This is an optimization exercise on Yosys and OpenROAD, whose aim is small area, a short achievable clock period and few clock cycles, not a production implementation. The RTL was checked by simulation tests, not by an equivalence proof against the original design. Power figures rest on the tool's default switching activity, not on a simulated workload.

$ cat constraint.sdc
create_clock -name core_clock -period 12.0 [get_ports {clk}]
set_input_delay 2.4000 -clock core_clock [delete_from_list [all_inputs] [get_ports {clk}]]
set_output_delay 2.4000 -clock core_clock [all_outputs]
set_load 0.01 [all_outputs]
$ cat config.mk
export PLATFORM = sky130hd
export DESIGN_NAME = conv_layer
export DESIGN_NICKNAME = conv_layer
export VERILOG_FILES = /design/flow/design.v
export SDC_FILE = /design/flow/constraint.sdc
export NUM_CORES = 4
export LEC_CHECK = 0
export CAP_MARGIN = 20
export CORE_MARGIN = 2
export CORE_UTILIZATION = 40
export SLEW_MARGIN = 20
$ cat flow/run.sh
#!/bin/bash
# The standard layout (the standard.sh: ORFS synthesis through finish) with
# repair_timing asked for a larger setup margin, so that the optimiser keeps
# improving the paths well beyond the 12 ns the constraints require; resizing
# not limited to the same cell footprint, and the port buffers made with buf_2;
# a lower utilisation than 60 keeps the detailed routing quick.
set -euo pipefail
bash standard.sh SETUP_SLACK_MARGIN=8.5 MATCH_CELL_FOOTPRINT=0 \
  "BUFFER_PORTS_ARGS=-buffer_cell sky130_fd_sc_hd__buf_2" \
  CORE_UTILIZATION=45 finish > standard_flow.log 2>&1
$ cat design.v
`timescale 1ns / 1ps
module add (
    input  [15:0] tem1,
    input  [15:0] tem2,
    input         ci,
    output [15:0] tem3
    );
    wire u_g0, u_g1, u_g2, u_g3, u_g4, u_g5, u_g6, u_g7, u_g8, u_g9, u_g10, u_g11, u_g12, u_g13, u_g14, u_g15, u_g16, u_p0, u_p1, u_p2, u_p3, u_p4, u_p5, u_p6, u_p7, u_p8, u_p9, u_p10, u_p11, u_p12, u_p13, u_p14, u_p15, u_p16;
    assign u_g0 = ci; assign u_p0 = 1'b0;
    wire u_h0 = tem1[0] ^ tem2[0];
    assign u_g1 = tem1[0] & tem2[0]; assign u_p1 = u_h0;
    wire u_h1 = tem1[1] ^ tem2[1];
    assign u_g2 = tem1[1] & tem2[1]; assign u_p2 = u_h1;
    wire u_h2 = tem1[2] ^ tem2[2];
    assign u_g3 = tem1[2] & tem2[2]; assign u_p3 = u_h2;
    wire u_h3 = tem1[3] ^ tem2[3];
    assign u_g4 = tem1[3] & tem2[3]; assign u_p4 = u_h3;
    wire u_h4 = tem1[4] ^ tem2[4];
    assign u_g5 = tem1[4] & tem2[4]; assign u_p5 = u_h4;
    wire u_h5 = tem1[5] ^ tem2[5];
    assign u_g6 = tem1[5] & tem2[5]; assign u_p6 = u_h5;
    wire u_h6 = tem1[6] ^ tem2[6];
    assign u_g7 = tem1[6] & tem2[6]; assign u_p7 = u_h6;
    wire u_h7 = tem1[7] ^ tem2[7];
    assign u_g8 = tem1[7] & tem2[7]; assign u_p8 = u_h7;
    wire u_h8 = tem1[8] ^ tem2[8];
    assign u_g9 = tem1[8] & tem2[8]; assign u_p9 = u_h8;
    wire u_h9 = tem1[9] ^ tem2[9];
    assign u_g10 = tem1[9] & tem2[9]; assign u_p10 = u_h9;
    wire u_h10 = tem1[10] ^ tem2[10];
    assign u_g11 = tem1[10] & tem2[10]; assign u_p11 = u_h10;
    wire u_h11 = tem1[11] ^ tem2[11];
    assign u_g12 = tem1[11] & tem2[11]; assign u_p12 = u_h11;
    wire u_h12 = tem1[12] ^ tem2[12];
    assign u_g13 = tem1[12] & tem2[12]; assign u_p13 = u_h12;
    wire u_h13 = tem1[13] ^ tem2[13];
    assign u_g14 = tem1[13] & tem2[13]; assign u_p14 = u_h13;
    wire u_h14 = tem1[14] ^ tem2[14];
    assign u_g15 = tem1[14] & tem2[14]; assign u_p15 = u_h14;
    wire u_h15 = tem1[15] ^ tem2[15];
    assign u_g16 = tem1[15] & tem2[15]; assign u_p16 = u_h15;
    wire u_G0_1 = u_g1 | (u_p1 & u_g0);
    wire u_P0_1 = u_p1 & u_p0;
    wire u_G0_3 = u_g3 | (u_p3 & u_g2);
    wire u_P0_3 = u_p3 & u_p2;
    wire u_G0_5 = u_g5 | (u_p5 & u_g4);
    wire u_P0_5 = u_p5 & u_p4;
    wire u_G0_7 = u_g7 | (u_p7 & u_g6);
    wire u_P0_7 = u_p7 & u_p6;
    wire u_G0_9 = u_g9 | (u_p9 & u_g8);
    wire u_P0_9 = u_p9 & u_p8;
    wire u_G0_11 = u_g11 | (u_p11 & u_g10);
    wire u_P0_11 = u_p11 & u_p10;
    wire u_G0_13 = u_g13 | (u_p13 & u_g12);
    wire u_P0_13 = u_p13 & u_p12;
    wire u_G0_15 = u_g15 | (u_p15 & u_g14);
    wire u_P0_15 = u_p15 & u_p14;
    wire u_G1_3 = u_G0_3 | (u_P0_3 & u_G0_1);
    wire u_P1_3 = u_P0_3 & u_P0_1;
    wire u_G1_7 = u_G0_7 | (u_P0_7 & u_G0_5);
    wire u_P1_7 = u_P0_7 & u_P0_5;
    wire u_G1_11 = u_G0_11 | (u_P0_11 & u_G0_9);
    wire u_P1_11 = u_P0_11 & u_P0_9;
    wire u_G1_15 = u_G0_15 | (u_P0_15 & u_G0_13);
    wire u_P1_15 = u_P0_15 & u_P0_13;
    wire u_G2_7 = u_G1_7 | (u_P1_7 & u_G1_3);
    wire u_P2_7 = u_P1_7 & u_P1_3;
    wire u_G2_15 = u_G1_15 | (u_P1_15 & u_G1_11);
    wire u_P2_15 = u_P1_15 & u_P1_11;
    wire u_G3_15 = u_G2_15 | (u_P2_15 & u_G2_7);
    wire u_P3_15 = u_P2_15 & u_P2_7;
    wire u_G7_11 = u_G1_11 | (u_P1_11 & u_G2_7);
    wire u_P7_11 = u_P1_11 & u_P2_7;
    wire u_G8_5 = u_G0_5 | (u_P0_5 & u_G1_3);
    wire u_P8_5 = u_P0_5 & u_P1_3;
    wire u_G8_9 = u_G0_9 | (u_P0_9 & u_G2_7);
    wire u_P8_9 = u_P0_9 & u_P2_7;
    wire u_G8_13 = u_G0_13 | (u_P0_13 & u_G7_11);
    wire u_P8_13 = u_P0_13 & u_P7_11;
    wire u_G9_2 = u_g2 | (u_p2 & u_G0_1);
    wire u_P9_2 = u_p2 & u_P0_1;
    wire u_G9_4 = u_g4 | (u_p4 & u_G1_3);
    wire u_P9_4 = u_p4 & u_P1_3;
    wire u_G9_6 = u_g6 | (u_p6 & u_G8_5);
    wire u_P9_6 = u_p6 & u_P8_5;
    wire u_G9_8 = u_g8 | (u_p8 & u_G2_7);
    wire u_P9_8 = u_p8 & u_P2_7;
    wire u_G9_10 = u_g10 | (u_p10 & u_G8_9);
    wire u_P9_10 = u_p10 & u_P8_9;
    wire u_G9_12 = u_g12 | (u_p12 & u_G7_11);
    wire u_P9_12 = u_p12 & u_P7_11;
    wire u_G9_14 = u_g14 | (u_p14 & u_G8_13);
    wire u_P9_14 = u_p14 & u_P8_13;
    wire u_G9_16 = u_g16 | (u_p16 & u_G3_15);
    wire u_P9_16 = u_p16 & u_P3_15;
    assign tem3 = {(u_h15 ^ u_G3_15), (u_h14 ^ u_G9_14), (u_h13 ^ u_G8_13), (u_h12 ^ u_G9_12), (u_h11 ^ u_G7_11), (u_h10 ^ u_G9_10), (u_h9 ^ u_G8_9), (u_h8 ^ u_G9_8), (u_h7 ^ u_G2_7), (u_h6 ^ u_G9_6), (u_h5 ^ u_G8_5), (u_h4 ^ u_G9_4), (u_h3 ^ u_G1_3), (u_h2 ^ u_G9_2), (u_h1 ^ u_G0_1), (u_h0 ^ u_g0)};
endmodule
module mag (
    input  [15:0] a,
    output [14:0] m
    );
    assign m = a[15] ? (~a[14:0] + 15'd1) : a[14:0];
endmodule
`timescale 1ns / 1ps
module multiply (
    input  [7:0]  one,
    input  [7:0]  two,
    input  [6:0]  neg,
    input  [5:0]  negn,
    input  [14:0] m,
    output [15:0] hi_a,
    output [15:0] hi_b,
    output        c_low
    );
    wire n0 = (((one[0] & m[0])) ^ neg[0]);
    wire n1 = (((one[0] & m[1]) | (two[0] & m[0])) ^ neg[0]);
    wire n2 = (((one[0] & m[2]) | (two[0] & m[1])) ^ neg[0]);
    wire n3 = (((one[0] & m[3]) | (two[0] & m[2])) ^ neg[0]);
    wire n4 = (((one[0] & m[4]) | (two[0] & m[3])) ^ neg[0]);
    wire n5 = (((one[0] & m[5]) | (two[0] & m[4])) ^ neg[0]);
    wire n6 = (((one[0] & m[6]) | (two[0] & m[5])) ^ neg[0]);
    wire n7 = (((one[0] & m[7]) | (two[0] & m[6])) ^ neg[0]);
    wire n8 = (((one[0] & m[8]) | (two[0] & m[7])) ^ neg[0]);
    wire n9 = (((one[0] & m[9]) | (two[0] & m[8])) ^ neg[0]);
    wire n10 = (((one[0] & m[10]) | (two[0] & m[9])) ^ neg[0]);
    wire n11 = (((one[0] & m[11]) | (two[0] & m[10])) ^ neg[0]);
    wire n12 = (((one[0] & m[12]) | (two[0] & m[11])) ^ neg[0]);
    wire n13 = (((one[0] & m[13]) | (two[0] & m[12])) ^ neg[0]);
    wire n14 = (((one[0] & m[14]) | (two[0] & m[13])) ^ neg[0]);
    wire n15 = (((two[0] & m[14])) ^ neg[0]);
    wire n16 = (((one[1] & m[0])) ^ neg[1]);
    wire n17 = (((one[1] & m[1]) | (two[1] & m[0])) ^ neg[1]);
    wire n18 = (((one[1] & m[2]) | (two[1] & m[1])) ^ neg[1]);
    wire n19 = (((one[1] & m[3]) | (two[1] & m[2])) ^ neg[1]);
    wire n20 = (((one[1] & m[4]) | (two[1] & m[3])) ^ neg[1]);
    wire n21 = (((one[1] & m[5]) | (two[1] & m[4])) ^ neg[1]);
    wire n22 = (((one[1] & m[6]) | (two[1] & m[5])) ^ neg[1]);
    wire n23 = (((one[1] & m[7]) | (two[1] & m[6])) ^ neg[1]);
    wire n24 = (((one[1] & m[8]) | (two[1] & m[7])) ^ neg[1]);
    wire n25 = (((one[1] & m[9]) | (two[1] & m[8])) ^ neg[1]);
    wire n26 = (((one[1] & m[10]) | (two[1] & m[9])) ^ neg[1]);
    wire n27 = (((one[1] & m[11]) | (two[1] & m[10])) ^ neg[1]);
    wire n28 = (((one[1] & m[12]) | (two[1] & m[11])) ^ neg[1]);
    wire n29 = (((one[1] & m[13]) | (two[1] & m[12])) ^ neg[1]);
    wire n30 = (((one[1] & m[14]) | (two[1] & m[13])) ^ neg[1]);
    wire n31 = (((two[1] & m[14])) ^ neg[1]);
    wire n32 = (((one[2] & m[0])) ^ neg[2]);
    wire n33 = (((one[2] & m[1]) | (two[2] & m[0])) ^ neg[2]);
    wire n34 = (((one[2] & m[2]) | (two[2] & m[1])) ^ neg[2]);
    wire n35 = (((one[2] & m[3]) | (two[2] & m[2])) ^ neg[2]);
    wire n36 = (((one[2] & m[4]) | (two[2] & m[3])) ^ neg[2]);
    wire n37 = (((one[2] & m[5]) | (two[2] & m[4])) ^ neg[2]);
    wire n38 = (((one[2] & m[6]) | (two[2] & m[5])) ^ neg[2]);
    wire n39 = (((one[2] & m[7]) | (two[2] & m[6])) ^ neg[2]);
    wire n40 = (((one[2] & m[8]) | (two[2] & m[7])) ^ neg[2]);
    wire n41 = (((one[2] & m[9]) | (two[2] & m[8])) ^ neg[2]);
    wire n42 = (((one[2] & m[10]) | (two[2] & m[9])) ^ neg[2]);
    wire n43 = (((one[2] & m[11]) | (two[2] & m[10])) ^ neg[2]);
    wire n44 = (((one[2] & m[12]) | (two[2] & m[11])) ^ neg[2]);
    wire n45 = (((one[2] & m[13]) | (two[2] & m[12])) ^ neg[2]);
    wire n46 = (((one[2] & m[14]) | (two[2] & m[13])) ^ neg[2]);
    wire n47 = (((two[2] & m[14])) ^ neg[2]);
    wire n48 = (((one[3] & m[0])) ^ neg[3]);
    wire n49 = (((one[3] & m[1]) | (two[3] & m[0])) ^ neg[3]);
    wire n50 = (((one[3] & m[2]) | (two[3] & m[1])) ^ neg[3]);
    wire n51 = (((one[3] & m[3]) | (two[3] & m[2])) ^ neg[3]);
    wire n52 = (((one[3] & m[4]) | (two[3] & m[3])) ^ neg[3]);
    wire n53 = (((one[3] & m[5]) | (two[3] & m[4])) ^ neg[3]);
    wire n54 = (((one[3] & m[6]) | (two[3] & m[5])) ^ neg[3]);
    wire n55 = (((one[3] & m[7]) | (two[3] & m[6])) ^ neg[3]);
    wire n56 = (((one[3] & m[8]) | (two[3] & m[7])) ^ neg[3]);
    wire n57 = (((one[3] & m[9]) | (two[3] & m[8])) ^ neg[3]);
    wire n58 = (((one[3] & m[10]) | (two[3] & m[9])) ^ neg[3]);
    wire n59 = (((one[3] & m[11]) | (two[3] & m[10])) ^ neg[3]);
    wire n60 = (((one[3] & m[12]) | (two[3] & m[11])) ^ neg[3]);
    wire n61 = (((one[3] & m[13]) | (two[3] & m[12])) ^ neg[3]);
    wire n62 = (((one[3] & m[14]) | (two[3] & m[13])) ^ neg[3]);
    wire n63 = (((two[3] & m[14])) ^ neg[3]);
    wire n64 = (((one[4] & m[0])) ^ neg[4]);
    wire n65 = (((one[4] & m[1]) | (two[4] & m[0])) ^ neg[4]);
    wire n66 = (((one[4] & m[2]) | (two[4] & m[1])) ^ neg[4]);
    wire n67 = (((one[4] & m[3]) | (two[4] & m[2])) ^ neg[4]);
    wire n68 = (((one[4] & m[4]) | (two[4] & m[3])) ^ neg[4]);
    wire n69 = (((one[4] & m[5]) | (two[4] & m[4])) ^ neg[4]);
    wire n70 = (((one[4] & m[6]) | (two[4] & m[5])) ^ neg[4]);
    wire n71 = (((one[4] & m[7]) | (two[4] & m[6])) ^ neg[4]);
    wire n72 = (((one[4] & m[8]) | (two[4] & m[7])) ^ neg[4]);
    wire n73 = (((one[4] & m[9]) | (two[4] & m[8])) ^ neg[4]);
    wire n74 = (((one[4] & m[10]) | (two[4] & m[9])) ^ neg[4]);
    wire n75 = (((one[4] & m[11]) | (two[4] & m[10])) ^ neg[4]);
    wire n76 = (((one[4] & m[12]) | (two[4] & m[11])) ^ neg[4]);
    wire n77 = (((one[4] & m[13]) | (two[4] & m[12])) ^ neg[4]);
    wire n78 = (((one[4] & m[14]) | (two[4] & m[13])) ^ neg[4]);
    wire n79 = (((two[4] & m[14])) ^ neg[4]);
    wire n80 = (((one[5] & m[0])) ^ neg[5]);
    wire n81 = (((one[5] & m[1]) | (two[5] & m[0])) ^ neg[5]);
    wire n82 = (((one[5] & m[2]) | (two[5] & m[1])) ^ neg[5]);
    wire n83 = (((one[5] & m[3]) | (two[5] & m[2])) ^ neg[5]);
    wire n84 = (((one[5] & m[4]) | (two[5] & m[3])) ^ neg[5]);
    wire n85 = (((one[5] & m[5]) | (two[5] & m[4])) ^ neg[5]);
    wire n86 = (((one[5] & m[6]) | (two[5] & m[5])) ^ neg[5]);
    wire n87 = (((one[5] & m[7]) | (two[5] & m[6])) ^ neg[5]);
    wire n88 = (((one[5] & m[8]) | (two[5] & m[7])) ^ neg[5]);
    wire n89 = (((one[5] & m[9]) | (two[5] & m[8])) ^ neg[5]);
    wire n90 = (((one[5] & m[10]) | (two[5] & m[9])) ^ neg[5]);
    wire n91 = (((one[5] & m[11]) | (two[5] & m[10])) ^ neg[5]);
    wire n92 = (((one[5] & m[12]) | (two[5] & m[11])) ^ neg[5]);
    wire n93 = (((one[5] & m[13]) | (two[5] & m[12])) ^ neg[5]);
    wire n94 = (((one[5] & m[14]) | (two[5] & m[13])) ^ neg[5]);
    wire n95 = (((two[5] & m[14])) ^ neg[5]);
    wire n96 = (((one[6] & m[0])) ^ neg[6]);
    wire n97 = (((one[6] & m[1]) | (two[6] & m[0])) ^ neg[6]);
    wire n98 = (((one[6] & m[2]) | (two[6] & m[1])) ^ neg[6]);
    wire n99 = (((one[6] & m[3]) | (two[6] & m[2])) ^ neg[6]);
    wire n100 = (((one[6] & m[4]) | (two[6] & m[3])) ^ neg[6]);
    wire n101 = (((one[6] & m[5]) | (two[6] & m[4])) ^ neg[6]);
    wire n102 = (((one[6] & m[6]) | (two[6] & m[5])) ^ neg[6]);
    wire n103 = (((one[6] & m[7]) | (two[6] & m[6])) ^ neg[6]);
    wire n104 = (((one[6] & m[8]) | (two[6] & m[7])) ^ neg[6]);
    wire n105 = (((one[6] & m[9]) | (two[6] & m[8])) ^ neg[6]);
    wire n106 = (((one[6] & m[10]) | (two[6] & m[9])) ^ neg[6]);
    wire n107 = (((one[6] & m[11]) | (two[6] & m[10])) ^ neg[6]);
    wire n108 = (((one[6] & m[12]) | (two[6] & m[11])) ^ neg[6]);
    wire n109 = (((one[6] & m[13]) | (two[6] & m[12])) ^ neg[6]);
    wire n110 = (((one[6] & m[14]) | (two[6] & m[13])) ^ neg[6]);
    wire n111 = (((two[6] & m[14])) ^ neg[6]);
    wire n112 = ((one[7] & m[0]));
    wire n113 = ((one[7] & m[1]) | (two[7] & m[0]));
    wire n114 = ((one[7] & m[2]) | (two[7] & m[1]));
    wire n115 = ((one[7] & m[3]) | (two[7] & m[2]));
    wire n116 = ((one[7] & m[4]) | (two[7] & m[3]));
    wire n117 = ((one[7] & m[5]) | (two[7] & m[4]));
    wire n118 = ((one[7] & m[6]) | (two[7] & m[5]));
    wire n119 = ((one[7] & m[7]) | (two[7] & m[6]));
    wire n120 = ((one[7] & m[8]) | (two[7] & m[7]));
    wire n121 = ((one[7] & m[9]) | (two[7] & m[8]));
    wire n122 = ((one[7] & m[10]) | (two[7] & m[9]));
    wire n123 = ((one[7] & m[11]) | (two[7] & m[10]));
    wire n124 = ((one[7] & m[12]) | (two[7] & m[11]));
    wire n125 = ((one[7] & m[13]) | (two[7] & m[12]));
    wire n126 = ((one[7] & m[14]) | (two[7] & m[13]));
    wire n127 = ((two[7] & m[14]));
    wire s128, c128;
    assign s128 = neg[5] ^ n10;
    assign c128 = neg[5] & n10;
    wire s129, c129;
    assign s129 = n11 ^ n25;
    assign c129 = n11 & n25;
    wire s130, c130;
    assign {c130, s130} = {1'b0, neg[6]} + {1'b0, n12} + {1'b0, n26};
    wire s131, c131;
    assign s131 = n40 ^ n54;
    assign c131 = n40 & n54;
    wire s132, c132;
    assign {c132, s132} = {1'b0, n13} + {1'b0, n27} + {1'b0, n41};
    wire s133, c133;
    assign s133 = n55 ^ n69;
    assign c133 = n55 & n69;
    wire s134, c134;
    assign {c134, s134} = {1'b0, n112} + {1'b0, n14} + {1'b0, n28};
    wire s135, c135;
    assign {c135, s135} = {1'b0, n42} + {1'b0, n56} + {1'b0, n70};
    wire s136, c136;
    assign {c136, s136} = {1'b0, n113} + {1'b0, n15} + {1'b0, n29};
    wire s137, c137;
    assign {c137, s137} = {1'b0, n43} + {1'b0, n57} + {1'b0, n71};
    wire s138, c138;
    assign {c138, s138} = {1'b0, 1'b1} + {1'b0, negn[0]} + {1'b0, n114};
    wire s139, c139;
    assign {c139, s139} = {1'b0, n100} + {1'b0, n30} + {1'b0, n44};
    wire s140, c140;
    assign s140 = n58 ^ n72;
    assign c140 = n58 & n72;
    wire s141, c141;
    assign {c141, s141} = {1'b0, 1'b1} + {1'b0, n115} + {1'b0, n101};
    wire s142, c142;
    assign {c142, s142} = {1'b0, n31} + {1'b0, n45} + {1'b0, n59};
    wire s143, c143;
    assign s143 = n73 ^ n87;
    assign c143 = n73 & n87;
    wire s144, c144;
    assign {c144, s144} = {1'b0, negn[1]} + {1'b0, n116} + {1'b0, n102};
    wire s145, c145;
    assign {c145, s145} = {1'b0, n46} + {1'b0, n60} + {1'b0, n74};
    wire s146, c146;
    assign {c146, s146} = {1'b0, 1'b1} + {1'b0, n117} + {1'b0, n103};
    wire s147, c147;
    assign s147 = n47 ^ n61;
    assign c147 = n47 & n61;
    wire s148, c148;
    assign {c148, s148} = {1'b0, negn[2]} + {1'b0, n118} + {1'b0, n104};
    wire s149, c149;
    assign s149 = 1'b1 ^ n119;
    assign c149 = 1'b1 & n119;
    wire s150, c150;
    assign s150 = neg[3] ^ n20;
    assign c150 = neg[3] & n20;
    wire s151, c151;
    assign s151 = n21 ^ n35;
    assign c151 = n21 & n35;
    wire s152, c152;
    assign {c152, s152} = {1'b0, neg[4]} + {1'b0, n22} + {1'b0, n36};
    wire s153, c153;
    assign s153 = n50 ^ n64;
    assign c153 = n50 & n64;
    wire s154, c154;
    assign {c154, s154} = {1'b0, n23} + {1'b0, n37} + {1'b0, n51};
    wire s155, c155;
    assign s155 = n65 ^ n9;
    assign c155 = n65 & n9;
    wire s156, c156;
    assign {c156, s156} = {1'b0, n24} + {1'b0, n38} + {1'b0, n52};
    wire s157, c157;
    assign {c157, s157} = {1'b0, n66} + {1'b0, n80} + {1'b0, s128};
    wire s158, c158;
    assign {c158, s158} = {1'b0, n39} + {1'b0, n53} + {1'b0, n67};
    wire s159, c159;
    assign {c159, s159} = {1'b0, n81} + {1'b0, c128} + {1'b0, s129};
    wire s160, c160;
    assign {c160, s160} = {1'b0, n68} + {1'b0, n82} + {1'b0, n96};
    wire s161, c161;
    assign {c161, s161} = {1'b0, c129} + {1'b0, s130} + {1'b0, s131};
    wire s162, c162;
    assign {c162, s162} = {1'b0, n83} + {1'b0, n97} + {1'b0, c130};
    wire s163, c163;
    assign {c163, s163} = {1'b0, c131} + {1'b0, s132} + {1'b0, s133};
    wire s164, c164;
    assign {c164, s164} = {1'b0, n84} + {1'b0, n98} + {1'b0, c132};
    wire s165, c165;
    assign {c165, s165} = {1'b0, c133} + {1'b0, s134} + {1'b0, s135};
    wire s166, c166;
    assign {c166, s166} = {1'b0, n85} + {1'b0, n99} + {1'b0, c134};
    wire s167, c167;
    assign {c167, s167} = {1'b0, c135} + {1'b0, s136} + {1'b0, s137};
    wire s168, c168;
    assign {c168, s168} = {1'b0, n86} + {1'b0, s138} + {1'b0, c136};
    wire s169, c169;
    assign {c169, s169} = {1'b0, c137} + {1'b0, s139} + {1'b0, s140};
    wire s170, c170;
    assign {c170, s170} = {1'b0, c138} + {1'b0, c139} + {1'b0, c140};
    wire s171, c171;
    assign {c171, s171} = {1'b0, s141} + {1'b0, s142} + {1'b0, s143};
    wire s172, c172;
    assign {c172, s172} = {1'b0, n88} + {1'b0, c141} + {1'b0, c142};
    wire s173, c173;
    assign {c173, s173} = {1'b0, c143} + {1'b0, s144} + {1'b0, s145};
    wire s174, c174;
    assign {c174, s174} = {1'b0, n75} + {1'b0, n89} + {1'b0, c144};
    wire s175, c175;
    assign {c175, s175} = {1'b0, c145} + {1'b0, s146} + {1'b0, s147};
    wire s176, c176;
    assign {c176, s176} = {1'b0, n62} + {1'b0, n76} + {1'b0, n90};
    wire s177, c177;
    assign {c177, s177} = {1'b0, c146} + {1'b0, c147} + {1'b0, s148};
    wire s178, c178;
    assign {c178, s178} = {1'b0, n105} + {1'b0, n63} + {1'b0, n77};
    wire s179, c179;
    assign {c179, s179} = {1'b0, n91} + {1'b0, s149} + {1'b0, c148};
    wire s180, c180;
    assign {c180, s180} = {1'b0, negn[3]} + {1'b0, n120} + {1'b0, n106};
    wire s181, c181;
    assign {c181, s181} = {1'b0, n78} + {1'b0, n92} + {1'b0, c149};
    wire s182, c182;
    assign {c182, s182} = {1'b0, 1'b1} + {1'b0, n121} + {1'b0, n107};
    wire s183, c183;
    assign s183 = n79 ^ n93;
    assign c183 = n79 & n93;
    wire s184, c184;
    assign {c184, s184} = {1'b0, negn[4]} + {1'b0, n122} + {1'b0, n108};
    wire s185, c185;
    assign s185 = 1'b1 ^ n123;
    assign c185 = 1'b1 & n123;
    wire s186, c186;
    assign s186 = neg[2] ^ n18;
    assign c186 = neg[2] & n18;
    wire s187, c187;
    assign s187 = n19 ^ n33;
    assign c187 = n19 & n33;
    wire s188, c188;
    assign {c188, s188} = {1'b0, n34} + {1'b0, n48} + {1'b0, n6};
    wire s189, c189;
    assign {c189, s189} = {1'b0, n49} + {1'b0, n7} + {1'b0, c150};
    wire s190, c190;
    assign {c190, s190} = {1'b0, n8} + {1'b0, c151} + {1'b0, s152};
    wire s191, c191;
    assign {c191, s191} = {1'b0, c152} + {1'b0, c153} + {1'b0, s154};
    wire s192, c192;
    assign {c192, s192} = {1'b0, c154} + {1'b0, c155} + {1'b0, s156};
    wire s193, c193;
    assign {c193, s193} = {1'b0, c156} + {1'b0, s158} + {1'b0, c157};
    wire s194, c194;
    assign {c194, s194} = {1'b0, c158} + {1'b0, s160} + {1'b0, c159};
    wire s195, c195;
    assign {c195, s195} = {1'b0, c160} + {1'b0, c161} + {1'b0, s162};
    wire s196, c196;
    assign {c196, s196} = {1'b0, c162} + {1'b0, c163} + {1'b0, s164};
    wire s197, c197;
    assign {c197, s197} = {1'b0, c164} + {1'b0, c165} + {1'b0, s166};
    wire s198, c198;
    assign {c198, s198} = {1'b0, c166} + {1'b0, c167} + {1'b0, s168};
    wire s199, c199;
    assign {c199, s199} = {1'b0, c168} + {1'b0, c169} + {1'b0, s170};
    wire s200, c200;
    assign {c200, s200} = {1'b0, c170} + {1'b0, c171} + {1'b0, s172};
    wire s201, c201;
    assign {c201, s201} = {1'b0, c172} + {1'b0, c173} + {1'b0, s174};
    wire s202, c202;
    assign {c202, s202} = {1'b0, s176} + {1'b0, c174} + {1'b0, c175};
    wire s203, c203;
    assign {c203, s203} = {1'b0, c176} + {1'b0, s178} + {1'b0, c177};
    wire s204, c204;
    assign {c204, s204} = {1'b0, c178} + {1'b0, s180} + {1'b0, s181};
    wire s205, c205;
    assign {c205, s205} = {1'b0, c180} + {1'b0, s182} + {1'b0, s183};
    wire s206, c206;
    assign {c206, s206} = {1'b0, n94} + {1'b0, c182} + {1'b0, c183};
    wire s207, c207;
    assign {c207, s207} = {1'b0, n109} + {1'b0, n95} + {1'b0, s185};
    wire s208, c208;
    assign {c208, s208} = {1'b0, negn[5]} + {1'b0, n124} + {1'b0, n110};
    wire s209, c209;
    assign s209 = neg[1] ^ n16;
    assign c209 = neg[1] & n16;
    wire s210, c210;
    assign s210 = n17 ^ n3;
    assign c210 = n17 & n3;
    wire s211, c211;
    assign {c211, s211} = {1'b0, n32} + {1'b0, n4} + {1'b0, s186};
    wire s212, c212;
    assign {c212, s212} = {1'b0, n5} + {1'b0, c186} + {1'b0, s187};
    wire s213, c213;
    assign {c213, s213} = {1'b0, c187} + {1'b0, s150} + {1'b0, s188};
    wire s214, c214;
    assign {c214, s214} = {1'b0, c188} + {1'b0, s151} + {1'b0, s189};
    wire s215, c215;
    assign {c215, s215} = {1'b0, s153} + {1'b0, c189} + {1'b0, s190};
    wire s216, c216;
    assign {c216, s216} = {1'b0, s155} + {1'b0, c190} + {1'b0, s191};
    wire s217, c217;
    assign {c217, s217} = {1'b0, c191} + {1'b0, s157} + {1'b0, s192};
    wire s218, c218;
    assign {c218, s218} = {1'b0, c192} + {1'b0, s159} + {1'b0, s193};
    wire s219, c219;
    assign {c219, s219} = {1'b0, s161} + {1'b0, c193} + {1'b0, s194};
    wire s220, c220;
    assign {c220, s220} = {1'b0, s163} + {1'b0, c194} + {1'b0, s195};
    wire s221, c221;
    assign {c221, s221} = {1'b0, s165} + {1'b0, c195} + {1'b0, s196};
    wire s222, c222;
    assign {c222, s222} = {1'b0, s167} + {1'b0, c196} + {1'b0, s197};
    wire s223, c223;
    assign {c223, s223} = {1'b0, s169} + {1'b0, c197} + {1'b0, s198};
    wire s224, c224;
    assign {c224, s224} = {1'b0, s171} + {1'b0, c198} + {1'b0, s199};
    wire s225, c225;
    assign {c225, s225} = {1'b0, s173} + {1'b0, c199} + {1'b0, s200};
    wire s226, c226;
    assign {c226, s226} = {1'b0, s175} + {1'b0, c200} + {1'b0, s201};
    wire s227, c227;
    assign {c227, s227} = {1'b0, s177} + {1'b0, c201} + {1'b0, s202};
    wire s228, c228;
    assign {c228, s228} = {1'b0, s179} + {1'b0, c202} + {1'b0, s203};
    wire s229, c229;
    assign {c229, s229} = {1'b0, c179} + {1'b0, s204} + {1'b0, c203};
    wire s230, c230;
    assign {c230, s230} = {1'b0, c181} + {1'b0, s205} + {1'b0, c204};
    wire s231, c231;
    assign {c231, s231} = {1'b0, s184} + {1'b0, c205} + {1'b0, s206};
    wire s232, c232;
    assign {c232, s232} = {1'b0, c184} + {1'b0, s207} + {1'b0, c206};
    wire s233, c233;
    assign {c233, s233} = {1'b0, c185} + {1'b0, s208} + {1'b0, c207};
    wire [10:0] lo_a = {c216, c215, c214, c213, c212, c211, c210, c209, s209, n1, neg[0]};
    wire [10:0] lo_b = {s217, s216, s215, s214, s213, s212, s211, s210, n2, 1'b0, n0};
    wire [11:0] lo_s = lo_a + lo_b;
    assign c_low = lo_s[11];
    assign hi_a = {c232, c231, c230, c229, c228, c227, c226, c225, c224, c223, c222, c221, c220, c219, c218, c217};
    assign hi_b = {s233, s232, s231, s230, s229, s228, s227, s226, s225, s224, s223, s222, s221, s220, s219, s218};
endmodule
`timescale 1ns / 1ps
module mac_unit (
    input  [15:0] hi_a,
    input  [15:0] hi_b,
    input         c_low,
    input         s,
    output [14:0] f
    );
    wire t_g0, t_g1, t_g2, t_g3, t_g4, t_g5, t_g6, t_g7, t_g8, t_g9, t_g10, t_g11, t_g12, t_g13, t_g14, t_g15, t_g16, t_p0, t_p1, t_p2, t_p3, t_p4, t_p5, t_p6, t_p7, t_p8, t_p9, t_p10, t_p11, t_p12, t_p13, t_p14, t_p15, t_p16;
    assign t_g0 = c_low; assign t_p0 = 1'b0;
    wire t_h0 = hi_a[0] ^ hi_b[0];
    assign t_g1 = hi_a[0] & hi_b[0]; assign t_p1 = t_h0;
    wire t_h1 = hi_a[1] ^ hi_b[1];
    assign t_g2 = hi_a[1] & hi_b[1]; assign t_p2 = t_h1;
    wire t_h2 = hi_a[2] ^ hi_b[2];
    assign t_g3 = hi_a[2] & hi_b[2]; assign t_p3 = t_h2;
    wire t_h3 = hi_a[3] ^ hi_b[3];
    assign t_g4 = hi_a[3] & hi_b[3]; assign t_p4 = t_h3;
    wire t_h4 = hi_a[4] ^ hi_b[4];
    assign t_g5 = hi_a[4] & hi_b[4]; assign t_p5 = t_h4;
    wire t_h5 = hi_a[5] ^ hi_b[5];
    assign t_g6 = hi_a[5] & hi_b[5]; assign t_p6 = t_h5;
    wire t_h6 = hi_a[6] ^ hi_b[6];
    assign t_g7 = hi_a[6] & hi_b[6]; assign t_p7 = t_h6;
    wire t_h7 = hi_a[7] ^ hi_b[7];
    assign t_g8 = hi_a[7] & hi_b[7]; assign t_p8 = t_h7;
    wire t_h8 = hi_a[8] ^ hi_b[8];
    assign t_g9 = hi_a[8] & hi_b[8]; assign t_p9 = t_h8;
    wire t_h9 = hi_a[9] ^ hi_b[9];
    assign t_g10 = hi_a[9] & hi_b[9]; assign t_p10 = t_h9;
    wire t_h10 = hi_a[10] ^ hi_b[10];
    assign t_g11 = hi_a[10] & hi_b[10]; assign t_p11 = t_h10;
    wire t_h11 = hi_a[11] ^ hi_b[11];
    assign t_g12 = hi_a[11] & hi_b[11]; assign t_p12 = t_h11;
    wire t_h12 = hi_a[12] ^ hi_b[12];
    assign t_g13 = hi_a[12] & hi_b[12]; assign t_p13 = t_h12;
    wire t_h13 = hi_a[13] ^ hi_b[13];
    assign t_g14 = hi_a[13] & hi_b[13]; assign t_p14 = t_h13;
    wire t_h14 = hi_a[14] ^ hi_b[14];
    assign t_g15 = hi_a[14] & hi_b[14]; assign t_p15 = t_h14;
    wire t_h15 = hi_a[15] ^ hi_b[15];
    assign t_g16 = hi_a[15] & hi_b[15]; assign t_p16 = t_h15;
    wire t_G0_1 = t_g1 | (t_p1 & t_g0);
    wire t_P0_1 = t_p1 & t_p0;
    wire t_G0_3 = t_g3 | (t_p3 & t_g2);
    wire t_P0_3 = t_p3 & t_p2;
    wire t_G0_5 = t_g5 | (t_p5 & t_g4);
    wire t_P0_5 = t_p5 & t_p4;
    wire t_G0_7 = t_g7 | (t_p7 & t_g6);
    wire t_P0_7 = t_p7 & t_p6;
    wire t_G0_9 = t_g9 | (t_p9 & t_g8);
    wire t_P0_9 = t_p9 & t_p8;
    wire t_G0_11 = t_g11 | (t_p11 & t_g10);
    wire t_P0_11 = t_p11 & t_p10;
    wire t_G0_13 = t_g13 | (t_p13 & t_g12);
    wire t_P0_13 = t_p13 & t_p12;
    wire t_G0_15 = t_g15 | (t_p15 & t_g14);
    wire t_P0_15 = t_p15 & t_p14;
    wire t_G1_2 = t_g2 | (t_p2 & t_G0_1);
    wire t_P1_2 = t_p2 & t_P0_1;
    wire t_G1_3 = t_G0_3 | (t_P0_3 & t_G0_1);
    wire t_P1_3 = t_P0_3 & t_P0_1;
    wire t_G1_6 = t_g6 | (t_p6 & t_G0_5);
    wire t_P1_6 = t_p6 & t_P0_5;
    wire t_G1_7 = t_G0_7 | (t_P0_7 & t_G0_5);
    wire t_P1_7 = t_P0_7 & t_P0_5;
    wire t_G1_10 = t_g10 | (t_p10 & t_G0_9);
    wire t_P1_10 = t_p10 & t_P0_9;
    wire t_G1_11 = t_G0_11 | (t_P0_11 & t_G0_9);
    wire t_P1_11 = t_P0_11 & t_P0_9;
    wire t_G1_14 = t_g14 | (t_p14 & t_G0_13);
    wire t_P1_14 = t_p14 & t_P0_13;
    wire t_G1_15 = t_G0_15 | (t_P0_15 & t_G0_13);
    wire t_P1_15 = t_P0_15 & t_P0_13;
    wire t_G2_4 = t_g4 | (t_p4 & t_G1_3);
    wire t_P2_4 = t_p4 & t_P1_3;
    wire t_G2_5 = t_G0_5 | (t_P0_5 & t_G1_3);
    wire t_P2_5 = t_P0_5 & t_P1_3;
    wire t_G2_6 = t_G1_6 | (t_P1_6 & t_G1_3);
    wire t_P2_6 = t_P1_6 & t_P1_3;
    wire t_G2_7 = t_G1_7 | (t_P1_7 & t_G1_3);
    wire t_P2_7 = t_P1_7 & t_P1_3;
    wire t_G2_12 = t_g12 | (t_p12 & t_G1_11);
    wire t_P2_12 = t_p12 & t_P1_11;
    wire t_G2_13 = t_G0_13 | (t_P0_13 & t_G1_11);
    wire t_P2_13 = t_P0_13 & t_P1_11;
    wire t_G2_14 = t_G1_14 | (t_P1_14 & t_G1_11);
    wire t_P2_14 = t_P1_14 & t_P1_11;
    wire t_G2_15 = t_G1_15 | (t_P1_15 & t_G1_11);
    wire t_P2_15 = t_P1_15 & t_P1_11;
    wire t_G3_8 = t_g8 | (t_p8 & t_G2_7);
    wire t_P3_8 = t_p8 & t_P2_7;
    wire t_G3_9 = t_G0_9 | (t_P0_9 & t_G2_7);
    wire t_P3_9 = t_P0_9 & t_P2_7;
    wire t_G3_10 = t_G1_10 | (t_P1_10 & t_G2_7);
    wire t_P3_10 = t_P1_10 & t_P2_7;
    wire t_G3_11 = t_G1_11 | (t_P1_11 & t_G2_7);
    wire t_P3_11 = t_P1_11 & t_P2_7;
    wire t_G3_12 = t_G2_12 | (t_P2_12 & t_G2_7);
    wire t_P3_12 = t_P2_12 & t_P2_7;
    wire t_G3_13 = t_G2_13 | (t_P2_13 & t_G2_7);
    wire t_P3_13 = t_P2_13 & t_P2_7;
    wire t_G3_14 = t_G2_14 | (t_P2_14 & t_G2_7);
    wire t_P3_14 = t_P2_14 & t_P2_7;
    wire t_G3_15 = t_G2_15 | (t_P2_15 & t_G2_7);
    wire t_P3_15 = t_P2_15 & t_P2_7;
    wire t_G4_16 = t_g16 | (t_p16 & t_G3_15);
    wire t_P4_16 = t_p16 & t_P3_15;
    wire [14:0] q = {(t_h15 ^ t_G3_15), (t_h14 ^ t_G3_14), (t_h13 ^ t_G3_13), (t_h12 ^ t_G3_12), (t_h11 ^ t_G3_11), (t_h10 ^ t_G3_10), (t_h9 ^ t_G3_9), (t_h8 ^ t_G3_8), (t_h7 ^ t_G2_7), (t_h6 ^ t_G2_6), (t_h5 ^ t_G2_5), (t_h4 ^ t_G2_4), (t_h3 ^ t_G1_3), (t_h2 ^ t_G1_2), (t_h1 ^ t_G0_1)};
    assign f = q ^ {15{s}};
endmodule
`timescale 1ns / 1ps
module shift_reg #(
    parameter WIDTH = 16,
    parameter SIZE = 7)(
    input clk,
    input [WIDTH - 1:0] d,
    output [WIDTH - 1:0] out
    );
    reg [WIDTH - 1:0] sr [SIZE - 1:0];
    generate
        genvar i;
        for(i = 0; i < SIZE; i = i + 1) begin: STAGE
            if(i == 0) begin: FIRST
                always@(posedge clk)
                    sr[i] <= d;
            end
            else begin: NEXT
                always@(posedge clk)
                    sr[i] <= sr[i - 1];
            end
        end
    endgenerate
    assign out = sr[SIZE - 1];
endmodule
`timescale 1ns / 1ps
module conv_layer #(
    parameter activation_map = 9'h00a,
    parameter kernel = 9'h003,
    parameter stride = 1,
    parameter total_bits = 16,
    parameter fraction_bits = 12)(
    input clk,
    input calculate,
    input reset,
    input [total_bits - 1:0] activation,
    input [(kernel * kernel)*16 - 1:0] weight,
    output [total_bits - 1:0] conv_op,
    output valid_conv,
    output end_layer
    );
    reg [9*15 - 1:0] wm;
    reg [8:0] ws;
    genvar m;
    generate
        for (m = 0; m < 9; m = m + 1) begin: W
            wire [14:0] mg;
            mag MAG(.a(weight[16*m +: 16]), .m(mg));
            always @(posedge clk) begin
                wm[15*m +: 15] <= mg;
                ws[m] <= weight[16*m + 15];
            end
        end
    endgenerate
    wire [15:0] x = activation;
    wire [16:0] xe = {x, 1'b0};
    wire xz = (x == 16'h8000);
    wire [7:0] one_d, two_d, neg_d;
    genvar j;
    generate
        for (j = 0; j < 8; j = j + 1) begin: ENC
            wire b2 = xe[2*j + 2];
            wire b1 = xe[2*j + 1];
            wire b0 = xe[2*j];
            assign one_d[j] = (b1 ^ b0) & ~xz;
            assign two_d[j] = ((b2 & ~b1 & ~b0) | (~b2 & b1 & b0)) & ~xz;
            assign neg_d[j] = b2 ^ x[15];
        end
    endgenerate
    reg sx1, sx2, sx3;
    always @(posedge clk) begin
        sx1 <= x[15];
        sx2 <= sx1;
        sx3 <= sx2;
    end
    reg [7:0] px_one, px_two;
    reg [6:0] px_neg;
    reg [5:0] px_negn;
    always @(posedge clk) begin
        px_one <= one_d;
        px_two <= two_d;
        px_neg <= neg_d[6:0];
        px_negn <= ~neg_d[5:0];
    end
    reg [9*16 - 1:0] pa, pb;
    reg [8:0] pc;
    reg [9*15 - 1:0] pf;
    genvar i;
    generate
        for (i = 0; i < 9; i = i + 1) begin: MUL
            wire [15:0] hi_a, hi_b;
            wire c_low;
            wire [14:0] prod;
            multiply M(.one(px_one), .two(px_two), .neg(px_neg), .negn(px_negn),
                       .m(wm[15*i +: 15]), .hi_a(hi_a), .hi_b(hi_b), .c_low(c_low));
            mac_unit F(.hi_a(pa[16*i +: 16]), .hi_b(pb[16*i +: 16]), .c_low(pc[i]),
                       .s(sx2 ^ ws[i]), .f(prod));
            always @(posedge clk) begin
                pa[16*i +: 16] <= hi_a;
                pb[16*i +: 16] <= hi_b;
                pc[i] <= c_low;
                pf[15*i +: 15] <= prod;
            end
        end
    endgenerate
    reg [9*16 - 1:0] acc;
    wire [10*16 - 1:0] tmp;
    assign tmp[15:0] = 16'h0000;
    generate
        for (i = 0; i < 9; i = i + 1) begin: MAC
            wire [15:0] res;
            wire sp = sx3 ^ ws[i];
            wire [14:0] f = pf[15*i +: 15];
            add A(.tem1(tmp[16*i +: 16]), .tem2({sp & ~&f, f}), .ci(sp), .tem3(res));
            always @(posedge clk)
                acc[16*i +: 16] <= res;
            if (i == 2 || i == 5) begin: ROWEND
                shift_reg #(.WIDTH(16), .SIZE(7)) SR(.clk(clk), .d(acc[16*i +: 16]),
                                                    .out(tmp[16*(i+1) +: 16]));
            end
            else begin: INNER
                assign tmp[16*(i+1) +: 16] = acc[16*i +: 16];
            end
        end
    endgenerate
    assign conv_op = acc[16*8 +: 16];
    function win;
        input [6:0] n;
        integer r;
        begin
            win = 1'b0;
            for (r = 0; r < 8; r = r + 1)
                if (n >= 25 + 10*r && n <= 32 + 10*r)
                    win = 1'b1;
        end
    endfunction
    reg [6:0] cnt;
    reg valid_r, end_r;
    always @(posedge clk, posedge reset) begin
        if (reset) begin
            cnt <= 7'd0;
            valid_r <= 1'b0;
            end_r <= 1'b0;
        end
        else begin
            if (calculate && !end_r)
                cnt <= cnt + 7'd1;
            valid_r <= calculate && !end_r && win(cnt);
            if (calculate && cnt == 7'd102)
                end_r <= 1'b1;
        end
    end
    assign valid_conv = valid_r;
    assign end_layer = end_r;
endmodule
$ cat standard.sh
#!/bin/bash
# synth_recipe.tcl (not shown) runs the flow's synth.tcl, then flattens the netlist and writes it again
# the make line also repeats each setting of config.mk as NAME=value (left out here)
make -C /OpenROAD-flow-scripts/flow DESIGN_CONFIG=/design/flow/config.mk WORK_HOME=/design/flow/orfs CLKGATE_MAP_FILE= SYNTH_SCRIPT=/design/flow/synth_recipe.tcl "${@:-finish}"
==> flow_summary.toml, run 1 <==
[run_status]
status = "finished clean"

[clocking]
cts-root-buf = "clkbuf_16"
clkSlewWorstSetupHoldPaths_ns = 0.07
insertion_delay_ns = 0.80
h-tree-depth = 3
cts_buffer_depth = 3
cts.sinks = 985
cts_tree = "built"
cts_hold_buf = 0
cts_made_buffers = 108

[yosys]
synth_area_um2 = 75800
synth_area_leader_cell = "dfxtp_1"
syn-num-nets = 9032
synth_warnings = 3
synth_top_area_share_pct = 25.8
syn_area_per_cell_um2 = 10.1
synthArstFlopShare_pct = 0.914
synth_cell_types = 62
synth_seq_cells = 985
synth_flop_cell = "dfxtp_1"
synth_edf_count = 0
synth_cells = 7513
ys_seq_area_share_pct = 26.1
synth_area_leaders = "dfxtp_1, fa_1, a22oi_1"

[drt]
finalWirelength_um = 253000
dr.pass1.iters = 7
wire_per_inst_um = 25.9
postRouteAntennaNets = 0
drtIter0Drc = 6576
vias = 57100
drc_errors = 0
vias_per_cell = 5.83

[pwr]
peakVddDrop_mv = 0.161
p_sw_mw = 11.6
comb_power_share_pct = 61.9
powerDensity_nw_per_um2 = 299
leakage_nw = 37.4
power.share.clock_pct = 13.7
power.internal_mw = 14.4
power_frac_seq_pct = 24.4
switching_share_pct = 44.6
power_mw = 26.0

[sta]
relSlewSlack_pct = 26.9
fin_crit_ns = 3.67
final.period_utilization_pct = 30.6
rsz0062_at_grt = "true"
whs_ns = 0.265
finalHoldViolCount = 0
fmax_mhz = 272
fin_worst_skew_ns = 0.0735
slew_violations = 0
worstMarginPinSlew_ns = 1.10
setup_violations = 0
finalSetupTns_ns = 0

[critical_path]
worst-setup-path-type = "register to output port"
worst_path_dominant_cell_family = "flip-flops"
crit_chain = "buf_2"
critPathSlowestCell = "dfrtp_1"
arrival_ns = 1.27
crit_path_max_incr_delay_ns = 0.37
required_ns = 9.60
worst-path-max-fanout = 2
critPathBufInv = 1
worstSetupEndpointType = "output port"
start_kind = "register"

[floorplanning]
start_util_pct = 45.3
die_h_um = 414
die_x_um = 414
ios = 181
fp-row-count = 150
dieArea_um2 = 172000
core_area_um2 = 167000

[grt]
first_global_vias = 58200
grtUsageTotal_pct = 28.2
grt_pass1_wl_um = 368000
grt_start_max_net_pins = 60
overflow = 0
grt_antenna_before_repair = 7

[placement]
portBuffers = 180
dp_hpwl_um = 143000
place_congestion = 0.878
placed_cells = 9360

[finish]
area.sequential_um2 = 20000
mostFrequentLayoutCells = "inv_1, a22oi_1, dfxtp_1"
drive_gt1_share_pct = 12.8
num-fill-cells = 14600
final_common_cell = "inv_1"
nets = 9005
multiInputGateArea_um2 = 51100
layout.cells.non_filler = 9782
area_delta_synth_final_pct = 14.8

[worst_hold_path]
min_path_type = "register to register"

[job]
maxCapViolCount = 0
what timing repair did:
item | in CTS | in global routing
gates resized for setup | 239 | 193
endpoints found under the setup margin | 282 | 140
hold endpoints to repair | 0 | 0
cloned | 44 | 19
pin swaps | 18 | 79
buffers inserted | 107 | 50
power groups by stage:
| stage | registers [mW] | clock network [mW] | logic (mW) |
|---|---|---|---|
| 5_1_grt | 6.49 | 3.78 | 18.2 |
| 4_1_cts | 6.34 | 3.65 | 15.7 |
| 2_1_floorplan | 5.74 | 0 | 11.4 |
| 3_5_place_dp | 6.46 | 0 | 15.2 |
| 3_3_place_gp | 6.45 | 0 | 14.8 |
| 6_report | 6.34 | 3.56 | 16.1 |
synthesized netlist by cell type, types with 84 or more instances:
cell and number:
a21oi_1 127, a22oi_1 946, buf_1 110, clkbuf_1 486
dfxtp_1 976, fa_1 829, ha_1 527, inv_1 922
nand2_1 229, nor2_1 84, o21ai_0 145, xnor2_1 801
xor2_1 681
layout make-up:
| cell class | count | area share (%) |
|---|---|---|
| Timing Repair Buffer | 478 | 6.58 |
| Tap cell | 2204 | 3.17 |
| Clock buffer | 138 | 3.44 |
| Inverter | 922 | 4.05 |
| Clock inverter | 63 | 1.01 |
| Multi-Input combinational cell | 4991 | 58.7 |
| Antenna cell | 1 | 0.00288 |
| Sequential cell | 985 | 23.0 |
metrics by stage:
step | setup slack, ns | area, um^2 | utilization (%)
floorplan | 8.08 | 76400 | -
global placement | 7.07 | 78300 | 46.8
detailed placement | 7.08 | 78300 | 46.8
CTS | 8.26 | 85400 | 51.1
global route | 8.28 | 87000 | 52.0
finish | 8.33 | 87000 | 52.0
registers in the layout, summed over array words and instances (netlist names):
register / flops
MAC.ROWEND.SR.sr: 224
acc: 144
cnt: 7
end_r: 1
pa: 144
pb: 144
pc: 9
pf: 135
px_neg: 7
px_negn: 6
px_one: 8
px_two: 8
sx1: 1
sx2: 1
sx3: 1
valid_r: 1
wm: 135
ws: 9
per-layer routing:
metal | wire [um] | GRT usage, % | up-vias
met4 | 15900 | 15.1 | 6
met2 | 108000 | 42.9 | 3410
met3 | 31000 | 8.44 | 836
met1 | 97800 | 36.0 | 28100
met5 | 39 | 0 | -
li1 | - | - | 24700
worst paths after layout:
check                                          start                        end  slack (ns)  depth (start not counted)
max                                            end_r                  end_layer        8.33                          1
min reg2reg                MAC[2].ROWEND.SR.sr[5][5]  MAC[2].ROWEND.SR.sr[6][5]        0.26                          0
min in group asynchronous                      reset                    valid_r        1.58                          2
min                        MAC[2].ROWEND.SR.sr[5][5]  MAC[2].ROWEND.SR.sr[6][5]        0.26                          0
max reg2reg                                px_two[3]                      pc[3]        8.43                         14
max in group asynchronous                      reset                     cnt[0]       10.14                          2
cell families (layout without fill, tap and decap cells):
kind of cell             after synthesis  count (layout)  share of synthesized area (%)
multiplexers                           1               1                         0.0149
adder cells (fa/ha/maj)             1356            1356                           30.6
flip-flops                           985             985                           26.1
buffers and inverters               1537            1601                           7.65
XOR/XNOR                            1484            1484                           17.2
AO/OA/AOI/OAI                       1538            1538                           14.5
other                                  0               1                              0
AND/OR/NAND/NOR                      612             612                           3.95
Testbench counts, summed over its fixed seeds: cycles 8,320.
==> run 2, diff against run 1 <==
--- a/flow/run.sh
+++ b/flow/run.sh
@@ -5,3 +5,3 @@
 # not limited to the same cell footprint, and the port buffers made with buf_2;
-# a lower utilisation than 60 keeps the detailed routing quick.
+# a denser core keeps the clock tree short.
 set -euo pipefail
@@ -9,2 +9,2 @@
   "BUFFER_PORTS_ARGS=-buffer_cell sky130_fd_sc_hd__buf_2" \
-  CORE_UTILIZATION=45 finish > standard_flow.log 2>&1
+  CORE_UTILIZATION=60 finish > standard_flow.log 2>&1
==> flow_summary.toml, run 2 <==
[run_status]
status = "finished clean"

[yosys]
syn-num-nets = 9032
synth_area_leader_cell = "dfxtp_1"
synth_top_family_by_area = "adder cells"
ys_seq_area_share_pct = 26.1
synth_edf_count = 0
synth_fa_ha_area_share_pct = 30.6
synth_warnings = 3
netlist_top_cells_count = "dfxtp_1, a22oi_1, inv_1, fa_1, xnor2_1"
synth_compound_area_share_pct = 14.5
synth_xor_area_share_pct = 17.2
synth_cells = 7513
synth.mux.area_fraction_pct = 0.0149
synth_area_um2 = 75800
synth_flop_cell = "dfxtp_1"
synth_cell_types = 62
syn_area_per_cell_um2 = 10.1
synth_top_area_share_pct = 25.8
synth_area_leaders = "dfxtp_1, fa_1, a22oi_1"
synthArstFlopShare_pct = 0.914
yosys.area_share.simple_pct = 3.95
yosysMostFrequentCell = "dfxtp_1"
synth_seq_cells = 985

[floorplanning]
core_area_um2 = 125000
start_util_pct = 60.4
dieArea_um2 = 129000
die_h_um = 359
fp-row-count = 130
ios = 181
die_x_um = 359

[critical_path]
arrival_ns = 1.26
start_kind = "register"
worst-setup-path-type = "register to output port"
reg2regPathDepth = 12
required_ns = 9.60
crit_path_max_incr_delay_ns = 0.37
worst-path-max-fanout = 2
crit_chain = "buf_2"
critPathBufInv = 1
worst_path_dominant_cell_family = "flip-flops"
reg2reg_from = "px_one[2]"
critPathSlowestCell = "dfrtp_1"
crit_path_start = "end_r"
cp.depth = 1
worstSetupEndpointType = "output port"

[clocking]
cts_buffer_depth = 3
cts-root-buf = "clkbuf_16"
cts.sinks = 985
cts_tree = "built"
h-tree-depth = 3
cts_made_buffers = 107
insertion_delay_ns = 0.78
clkSlewWorstSetupHoldPaths_ns = 0.06

[sta]
fmax_mhz = 273
rsz0062_at_grt = "true"
fin_crit_ns = 3.66
slew_violations = 0
finalHoldViolCount = 0
setup_slack_ns = 8.34
fin_worst_skew_ns = 0.0739
setup_violations = 0
relSlewSlack_pct = 30.2
worstMarginPinSlew_ns = 1.05
final.period_utilization_pct = 30.5
finalSetupTns_ns = 0

[pwr]
leakage_nw = 37.1
powerDensity_nw_per_um2 = 304
peakVddDrop_mv = 0.203

[drt]
top_layer = "met5"
wire_per_inst_um = 27.8
vias = 57900
dr.pass1.iters = 10
finalWirelength_um = 256000
drc_errors = 0
drtIter0Drc = 6587
dr_wl_met2_um = 103000
met3_length_um = 37800
vias_per_cell = 6.29
postRouteAntennaNets = 0
wl_met1_um = 98300

[placement]
place_congestion = 0.869
portBuffers = 180
dp_hpwl_um = 139000
pre_cts_slack_ns = 7.03

[finish]
final_common_cell = "inv_1"
num-fill-cells = 9619
largest_register_ffs = 224
drive_gt1_share_pct = 12.6
area_delta_synth_final_pct = 13.2
largest_register = "MAC.ROWEND.SR.sr"
nets = 8975
mostFrequentLayoutCells = "inv_1, a22oi_1, dfxtp_1"

[job]
maxCapViolCount = 0

[grt]
overflow = 0
grt_start_max_net_pins = 54
grt_pass1_wl_um = 368000
grtUsageTotal_pct = 37.7
grt_antenna_before_repair = 14
first_global_vias = 58500

[worst_hold_path]
min_path_type = "register to register"
hold_path.startpoint = "MAC[2].ROWEND.SR.sr[1][9]"
worstHoldPathCells = 0
## run 2: cell count changes in the layout (fill, tap and decap cells not counted), moves of 8 or more
cell,previous run,this run
buf_12,46,36
buf_4,117,92
buf_8,15,23
bufinv_16,13,5
clkbuf_1,13,24
diode_2,1,11
fa_1,819,795
fa_2,10,34
## run 2: metrics by stage
step | util (%) | std cells | cell area [um^2] | hold slack, ns | total power, mW
final | 68.4 | 9208 | 85800 | 0.297 | 26.1
after floorplan | - | 7513 | 76400 | 0.310 | 17.1
after detailed placement | 61.9 | 8797 | 77600 | 0.312 | 21.8
after global placement | 61.9 | 8797 | 77600 | 0.311 | 21.3
after global routing | 68.4 | 9198 | 85800 | 0.296 | 28.5
after CTS | 67.0 | 9126 | 84000 | 0.288 | 25.5
## run 2: worst reg2reg max path: cells and delay by family (launching register included)
| family | cells | cell delay [ns] |
|---|---|---|
| flip-flops | 1 | 0.35 |
| AO/OA/AOI/OAI | 1 | 0.24 |
| adder cells (fa/ha/maj) | 4 | 1.93 |
| buffers and inverters | 6 | 0.86 |
| XOR/XNOR | 1 | 0.12 |
## run 2: path summary, 6_finish.rpt
| check | slack, ns | end |
|---|---|---|
| min in group asynchronous | 1.60 | valid_r |
| min reg2reg | 0.30 | MAC[2].ROWEND.SR.sr[2][9] |
| max in group asynchronous | 10.14 | cnt[5] |
| max reg2reg | 8.36 | pb[40] |
| min | 0.30 | MAC[2].ROWEND.SR.sr[2][9] |
| max | 8.34 | end_layer |
## run 2: routing by layer
layer	GRT usage (%)	vias to the layer above
li1	-	24700
met1	49.5	28300
met2	54.5	3799
met3	14.4	1095
met4	18.2	14
met5	0	-
## run 2: cell families (layout without fill, tap and decap cells)
family	Yosys count	count (layout)
flip-flops	985	985
multiplexers	1	1
adder cells (fa/ha/maj)	1356	1356
other	0	11
buffers and inverters	1537	1571
AND/OR/NAND/NOR	612	612
XOR/XNOR	1484	1484
AO/OA/AOI/OAI	1538	1538
## run 2: what timing repair did
action | CTS | global route
pin swaps | 8 | 151
hold buffers | 0 | 0
gates cloned | 46 | 25
setup endpoints to repair | 283 | 122
setup buffers | 83 | 45
gates resized for setup | 198 | 222
## run 2: area by class of cell
class,instances,area (um^2),area share (%)
Clock inverter,59,634,0.739
Antenna cell,11,27.5,0.0321
Inverter,922,3520,4.11
Clock buffer,141,2910,3.39
Tap cell,1650,2060,2.41
Timing Repair Buffer,449,5400,6.30
Sequential cell,985,20000,23.3
Multi-Input combinational cell,4991,51300,59.7
## run 2: report_power, final
part	total (mW)	switching [mW]	internal [mW]
Combinational	16.4	9.17	7.27
Clock	3.30	1.46	1.84
Sequential	6.33	1.14	5.19
Total	26.1	11.8	14.3

## port drivers added, routing unchanged
The results above use ideal ports. As a check the final layouts listed here were re-extracted and re-timed, cells and wires unchanged.
Step 1 assumes that a clkbuf_16 drives the clock port and a buf_2 every other input.
Step 2, shift: input delay + t, output delay - t, t = (earliest + latest rising clock arrival at the registers) / 2. This alone moves slack from input paths to output paths.
a / b / c = ideal / step 1 / step 2; a / b = the first two.
| run | t (ns) | setup slack, ns | hold WS [ns] | worst data-port slew with drivers (ns) | cell pins on the clock port's net |
|---|---|---|---|---|---|
| run 1 | 0.838 | 8.326 / 8.248 / 7.798 | 0.265 / 0.265 / 0.265 | 0.13 | 1 |
| run 2 | 0.820 | 8.339 / 8.260 / 7.731 | 0.297 / 0.297 / 0.297 | 0.08 | 1 |
After both steps every run listed still meets setup and hold. For run 2, which loses most, drivers alone change the setup slack by -0.079 ns; drivers and shift together by -0.608 ns.
